From an optimization exercise on the open Yosys and OpenROAD flow, aimed at small area; shortcuts taken in it are not production practice.
The RTL was checked by simulation tests, not by an equivalence proof against the original design.
Power and IR drop assume default switching activity.

==> inputs of job 6396 <==
==> flow/design.v (excerpt) <==
module TOP_CPU(
    input wire sysclk,
    input wire reset,                
    output wire [31:0] imem_addr,    
    input wire [31:0] imem_rdata,    
    output wire [31:0] dmem_addr,    
    output wire [31:0] dmem_wdata,   
    output wire dmem_we,             
    output wire dmem_re,             
    input wire [31:0] dmem_rdata     
);
export LEC_CHECK = 0
export CAP_MARGIN = 20
export CORE_MARGIN = 2
export CORE_UTILIZATION = 40
export GPL_ROUTABILITY_DRIVEN = 1
export SLEW_MARGIN = 20
create_clock -name core_clock -period 12.0 [get_ports {sysclk}]
standard.sh (not shown) runs the stock make flow with config.mk's settings and CLKGATE_MAP_FILE= SYNTH_SCRIPT=/design/flow/synth_recipe.tcl, a recipe that flattens the netlist after the stock synthesis.
==> flow/flow/run.sh <==
#!/bin/bash
# Own flow: the standard layout (standard.sh, with the standard synthesis),
# with two changes to what the layout adds around the design:
#  - the port buffers are buf_1 cells (every input and output still gets one);
#  - clock tree synthesis uses clkbuf_8 buffers, sink clusters of up to 30
#    flip-flops, and no dummy loads.
set -euo pipefail
export BUFFER_PORTS_ARGS="-buffer_cell sky130_fd_sc_hd__buf_1"
export CTS_ARGS="-sink_clustering_enable -repair_clock_nets -dont_use_dummy_load -sink_clustering_size 30 -buf_list sky130_fd_sc_hd__clkbuf_8"
bash standard.sh > flow_make.log 2>&1
==> job 1868: changes against job 6396 <==
--- a/flow/design.v
+++ b/flow/design.v
@@ -34,61 +34,67 @@
     assign imem_addr = PC;
     wire [5:0] op = IR[31:26];
     wire [4:0] rs = IR[25:21];
     wire [4:0] rt = IR[20:16];
     wire [4:0] rd = IR[15:11];
     wire [5:0] fn = IR[5:0];
     wire [15:0] imm = IR[15:0];
-    wire o5 = op[5], o3 = op[3], o2 = op[2], o1 = op[1], o0 = op[0];
-    wire lowop  = !o5 && !o3;                          
-    wire isR    = lowop && !o2 && !o1 && !o0;          
-    wire isJ    = lowop && !o2 && o1;                  
-    wire isJR   = isR && !fn[5] && fn[3];              
-    wire Branch = lowop && (o2 || (!o1 && o0));        
+    wire isR    = op == 6'h00;
+    wire isJ    = op == 6'h02 || op == 6'h03;
+    wire isJR   = isR && (fn == 6'h08 || fn == 6'h09);
+    wire Branch = op == 6'h04 || op == 6'h05 || op == 6'h06 || op == 6'h07 || op == 6'h01;
     wire JOp    = isJ || isJR;
-    wire Load_ID = o5 && !o3;                          
-    wire MemWrite_ID = o5 && o3;                       
-    wire RegWrite_ID = !(MemWrite_ID || Branch || (isJ && !o0) || (isJR && !fn[0]));
-    wire Link_ID = (isJ && o0) || (isJR && fn[0]);     
-    wire immB   = o5 || o3;                            
-    wire shA    = isR && !fn[5] && !fn[3];             
-    wire [4:0] Rw_ID = immB ? rt : (o1 && o0) ? 5'd31 : rd;
-    wire andi   = !o5 && o3 && o2 && !o0;              
-    wire slti   = !o5 && o3 && !o2 && o1;              
+    wire Load_ID = op == 6'h23 || op == 6'h20;
+    wire MemWrite_ID = op == 6'h2b;
+    wire RegWrite_ID = !(op == 6'h2b || Branch || op == 6'h02 || (isR && fn == 6'h08));
+    wire Link_ID = op == 6'h03 || (isR && fn == 6'h09);
+    wire useRt  = op == 6'h23 || op == 6'h20 || op == 6'h0f || op == 6'h08 || op == 6'h09 ||
+                  op == 6'h0c || op == 6'h0a || op == 6'h0b;    
+    wire immB   = useRt || op == 6'h2b;
+    wire shA    = isR && (fn == 6'h00 || fn == 6'h02 || fn == 6'h03);
+    wire [4:0] Rw_ID = useRt ? rt : (op == 6'h03) ? 5'd31 : rd;
     reg [1:0] cls_ID, sub_ID;
     always @(*) begin
         cls_ID = 2'd0; sub_ID = 2'd0;
-        if (immB) begin
-            if (andi) begin cls_ID = 2'd1; sub_ID = 2'd0; end
-            else if (slti) begin cls_ID = 2'd3; sub_ID = {1'b0, o0}; end
-        end else begin
+        case (op)
+        6'h0c: begin cls_ID = 2'd1; sub_ID = 2'd0; end
+        6'h0a: begin cls_ID = 2'd3; sub_ID = 2'd0; end
+        6'h0b: begin cls_ID = 2'd3; sub_ID = 2'd1; end
+        6'h23, 6'h20, 6'h2b, 6'h0f, 6'h08, 6'h09: begin cls_ID = 2'd0; sub_ID = 2'd0; end
+        default: begin
             case (fn)
             6'h22, 6'h23: begin cls_ID = 2'd0; sub_ID = 2'd1; end
             6'h24, 6'h25, 6'h26, 6'h27: begin cls_ID = 2'd1; sub_ID = fn[1:0]; end
             6'h00, 6'h02, 6'h03: begin cls_ID = 2'd2; sub_ID = fn[1:0]; end
             6'h2a, 6'h2b: begin cls_ID = 2'd3; sub_ID = {1'b0, fn[0]}; end
             default: begin cls_ID = 2'd0; sub_ID = 2'd0; end
             endcase
         end
+        endcase
     end
     wire [31:0] dA, dB;
     wire [31:0] WD_MEM;
     RegisterFile RF(clk, rst, RegWrite_MEM, rs, rt, Rw_MEM, WD_MEM, dA, dB);
     wire fwbA = Load_WB && rs == Rw_WB;
     wire fwbB = Load_WB && rt == Rw_WB;
     wire fmemA = RegWrite_MEM && rs == Rw_MEM;
     wire fmemB = RegWrite_MEM && rt == Rw_MEM;
     wire [31:0] bA = fwbA ? WD_WB : fmemA ? ALUOut_MEM : dA;
     wire [31:0] bB = fwbB ? WD_WB : fmemB ? ALUOut_MEM : dB;
     wire eq = bA == bB;
     wire lt = bA < bB;
     reg taken;
     always @(*) begin
-        if (!o2) taken = lt;                         
-        else taken = (o1 ? (lt || eq) : eq) ^ o0;    
+        case (op)
+        6'h04: taken = eq;
+        6'h05: taken = !eq;
+        6'h06: taken = lt || eq;
+        6'h07: taken = !(lt || eq);
+        default: taken = lt;    
+        endcase
     end
     wire matchEX = Rw_EX == rs || Rw_EX == rt;
     wire stallA  = RegWrite_EX && Branch && matchEX;
     wire stallL  = Load_EX && matchEX;
     wire stall   = stallA || stallL;
     wire flushIF = Branch || JOp;
     wire zeroIF  = flushIF && (Load_EX || !stall);
@@ -127,19 +133,19 @@
     end
     always @(posedge clk) begin
         Rw_EX <= Rw_ID;
         selA_EX <= selA_ID;
         selB_EX <= selB_ID;
         cls_EX <= cls_ID;
         sub_EX <= sub_ID;
-        LoadByte_EX <= !o0;
+        LoadByte_EX <= op == 6'h20;
         Link_EX <= Link_ID;
         imm_EX <= imm;
-        LU_EX <= o2 && o1;
-        fill_EX <= imm[15] && !andi;
+        LU_EX <= op == 6'h0f;
+        fill_EX <= imm[15] && op != 6'h0c;
         dataA_EX <= dA;
         dataB_EX <= dB;
     end
     wire [31:0] WD_fwd = WD_WB;
     wire [31:0] immX = LU_EX ? {imm_EX, 16'h0} : {{16{fill_EX}}, imm_EX};
     wire [31:0] inA = selA_EX == 2'd3 ? {27'h0, imm_EX[10:6]} :
                       selA_EX == 2'd2 ? ALUOut_MEM :
- CORE_UTILIZATION: 40 -> 60
==> job 7692: changes against job 6396 <==
--- a/flow/design.v
+++ b/flow/design.v
@@ -34,61 +34,67 @@
     assign imem_addr = PC;
     wire [5:0] op = IR[31:26];
     wire [4:0] rs = IR[25:21];
     wire [4:0] rt = IR[20:16];
     wire [4:0] rd = IR[15:11];
     wire [5:0] fn = IR[5:0];
     wire [15:0] imm = IR[15:0];
-    wire o5 = op[5], o3 = op[3], o2 = op[2], o1 = op[1], o0 = op[0];
-    wire lowop  = !o5 && !o3;                          
-    wire isR    = lowop && !o2 && !o1 && !o0;          
-    wire isJ    = lowop && !o2 && o1;                  
-    wire isJR   = isR && !fn[5] && fn[3];              
-    wire Branch = lowop && (o2 || (!o1 && o0));        
+    wire isR    = op == 6'h00;
+    wire isJ    = op == 6'h02 || op == 6'h03;
+    wire isJR   = isR && (fn == 6'h08 || fn == 6'h09);
+    wire Branch = op == 6'h04 || op == 6'h05 || op == 6'h06 || op == 6'h07 || op == 6'h01;
     wire JOp    = isJ || isJR;
-    wire Load_ID = o5 && !o3;                          
-    wire MemWrite_ID = o5 && o3;                       
-    wire RegWrite_ID = !(MemWrite_ID || Branch || (isJ && !o0) || (isJR && !fn[0]));
-    wire Link_ID = (isJ && o0) || (isJR && fn[0]);     
-    wire immB   = o5 || o3;                            
-    wire shA    = isR && !fn[5] && !fn[3];             
-    wire [4:0] Rw_ID = immB ? rt : (o1 && o0) ? 5'd31 : rd;
-    wire andi   = !o5 && o3 && o2 && !o0;              
-    wire slti   = !o5 && o3 && !o2 && o1;              
+    wire Load_ID = op == 6'h23 || op == 6'h20;
+    wire MemWrite_ID = op == 6'h2b;
+    wire RegWrite_ID = !(op == 6'h2b || Branch || op == 6'h02 || (isR && fn == 6'h08));
+    wire Link_ID = op == 6'h03 || (isR && fn == 6'h09);
+    wire useRt  = op == 6'h23 || op == 6'h20 || op == 6'h0f || op == 6'h08 || op == 6'h09 ||
+                  op == 6'h0c || op == 6'h0a || op == 6'h0b;    
+    wire immB   = useRt || op == 6'h2b;
+    wire shA    = isR && (fn == 6'h00 || fn == 6'h02 || fn == 6'h03);
+    wire [4:0] Rw_ID = useRt ? rt : (op == 6'h03) ? 5'd31 : rd;
     reg [1:0] cls_ID, sub_ID;
     always @(*) begin
         cls_ID = 2'd0; sub_ID = 2'd0;
-        if (immB) begin
-            if (andi) begin cls_ID = 2'd1; sub_ID = 2'd0; end
-            else if (slti) begin cls_ID = 2'd3; sub_ID = {1'b0, o0}; end
-        end else begin
+        case (op)
+        6'h0c: begin cls_ID = 2'd1; sub_ID = 2'd0; end
+        6'h0a: begin cls_ID = 2'd3; sub_ID = 2'd0; end
+        6'h0b: begin cls_ID = 2'd3; sub_ID = 2'd1; end
+        6'h23, 6'h20, 6'h2b, 6'h0f, 6'h08, 6'h09: begin cls_ID = 2'd0; sub_ID = 2'd0; end
+        default: begin
             case (fn)
             6'h22, 6'h23: begin cls_ID = 2'd0; sub_ID = 2'd1; end
             6'h24, 6'h25, 6'h26, 6'h27: begin cls_ID = 2'd1; sub_ID = fn[1:0]; end
             6'h00, 6'h02, 6'h03: begin cls_ID = 2'd2; sub_ID = fn[1:0]; end
             6'h2a, 6'h2b: begin cls_ID = 2'd3; sub_ID = {1'b0, fn[0]}; end
             default: begin cls_ID = 2'd0; sub_ID = 2'd0; end
             endcase
         end
+        endcase
     end
     wire [31:0] dA, dB;
     wire [31:0] WD_MEM;
     RegisterFile RF(clk, rst, RegWrite_MEM, rs, rt, Rw_MEM, WD_MEM, dA, dB);
     wire fwbA = Load_WB && rs == Rw_WB;
     wire fwbB = Load_WB && rt == Rw_WB;
     wire fmemA = RegWrite_MEM && rs == Rw_MEM;
     wire fmemB = RegWrite_MEM && rt == Rw_MEM;
     wire [31:0] bA = fwbA ? WD_WB : fmemA ? ALUOut_MEM : dA;
     wire [31:0] bB = fwbB ? WD_WB : fmemB ? ALUOut_MEM : dB;
     wire eq = bA == bB;
     wire lt = bA < bB;
     reg taken;
     always @(*) begin
-        if (!o2) taken = lt;                         
-        else taken = (o1 ? (lt || eq) : eq) ^ o0;    
+        case (op)
+        6'h04: taken = eq;
+        6'h05: taken = !eq;
+        6'h06: taken = lt || eq;
+        6'h07: taken = !(lt || eq);
+        default: taken = lt;    
+        endcase
     end
     wire matchEX = Rw_EX == rs || Rw_EX == rt;
     wire stallA  = RegWrite_EX && Branch && matchEX;
     wire stallL  = Load_EX && matchEX;
     wire stall   = stallA || stallL;
     wire flushIF = Branch || JOp;
     wire zeroIF  = flushIF && (Load_EX || !stall);
@@ -127,19 +133,19 @@
     end
     always @(posedge clk) begin
         Rw_EX <= Rw_ID;
         selA_EX <= selA_ID;
         selB_EX <= selB_ID;
         cls_EX <= cls_ID;
         sub_EX <= sub_ID;
-        LoadByte_EX <= !o0;
+        LoadByte_EX <= op == 6'h20;
         Link_EX <= Link_ID;
         imm_EX <= imm;
-        LU_EX <= o2 && o1;
-        fill_EX <= imm[15] && !andi;
+        LU_EX <= op == 6'h0f;
+        fill_EX <= imm[15] && op != 6'h0c;
         dataA_EX <= dA;
         dataB_EX <= dB;
     end
     wire [31:0] WD_fwd = WD_WB;
     wire [31:0] immX = LU_EX ? {imm_EX, 16'h0} : {{16{fill_EX}}, imm_EX};
     wire [31:0] inA = selA_EX == 2'd3 ? {27'h0, imm_EX[10:6]} :
                       selA_EX == 2'd2 ? ALUOut_MEM :
==> flow/run.sh (new file) <==
#!/bin/bash
# synth_recipe.tcl (not shown) runs the flow's synth.tcl, then flattens the netlist and writes it again
# the make line also repeats each setting of config.mk as NAME=value (left out here)
make -C /OpenROAD-flow-scripts/flow DESIGN_CONFIG=/design/flow/config.mk WORK_HOME=/design/flow/orfs CLKGATE_MAP_FILE= SYNTH_SCRIPT=/design/flow/synth_recipe.tcl finish
- CORE_UTILIZATION: 40 -> 30
removed: flow/flow/run.sh
removed: flow/standard.sh
==> flow_summary_export.csv <==
group,metric,value,unit
finish,area_share_nonclk_buffers,4.24,%
timing,whs,0.337,ns
run_status,outcome,"no timing/DRC/antenna violations",
routing,route.met3.wl,52500,µm
die,design.core.area,0.212,mm²
pwr,ir_drop,0.188,mV
setup_path,crit_required,12.70,ns
place,routabilityCongestion,1.04,
setup_path,cp.depth,28,
-- figures above: job 7692

==> flow_summary_export.csv <==
group,metric,value,unit
routing,route.met3.wl,54000,µm
timing,rsz0062_at_grt,"no",
run_status,outcome,"no timing/DRC/antenna violations",
die,design.core.area,0.106,mm²
finish,area_share_nonclk_buffers,2.64,%
setup_path,crit_required,12.79,ns
grt,grt_pass1_wl,405000,µm
synthesis,seq_area_frac_synth,58.2,%
place,routabilityCongestion,1.03,
setup_path,cp.depth,29,
die,die_x,331,µm
timing,whs,0.323,ns
routing,route.detailed.drc,0,
pwr,ir_drop,0.150,mV
place,io_buffers,163,
clock_tree,clk_latency,0.96,ns
-- figures above: job 1868

==> flow_summary_export.csv <==
group,metric,value,unit
timing,whs,0.326,ns
setup_path,crit_required,12.86,ns
setup_path,cp.depth,29,
worst_hold_path,min-delay-start,"LoadByte_EX",
place,routabilityCongestion,0.995,
finish,area.growth.synth_to_final,10.6,%
routing,route.met3.wl,56000,µm
run_status,outcome,"no timing/DRC/antenna violations",
pwr,ir_drop,0.200,mV
die,design.core.area,0.159,mm²
finish,area_share_nonclk_buffers,3.41,%
-- figures above: job 6396

[what the ideal ports hide]
The results above use ideal ports. As a check the final layouts listed here were re-extracted and re-timed, cells and wires unchanged. Step 1: set_driving_cell puts a clkbuf_16 on sysclk and a buf_2 on each other input, an assumption about the parent block. Step 2 also shifts input and output timing later by t, the mid clock arrival at the registers, as if the neighbouring blocks saw the same clock. Slacks: ideal ports / drivers / drivers and shift; pairs: ideal ports / drivers.
| run | shift t [ns] | slack for setup (ns) | latest minus earliest clock arrival (ns) | worst register clock-pin slew, ns | pins driven straight from the clock port |
|---|---|---|---|---|---|
| job 6396 | 1.029 | 2.228 / 2.228 / 2.228 | 0.168 / 0.168 | 0.08 / 0.08 | 1 |
| job 1868 | 0.987 | 2.668 / 2.668 / 2.668 | 0.119 / 0.119 | 0.07 / 0.07 | 1 |
| job 7692 | 0.915 | 2.818 / 2.818 / 2.818 | 0.053 / 0.054 | 0.07 / 0.07 | 1 |
After both steps every run listed still meets setup and hold.
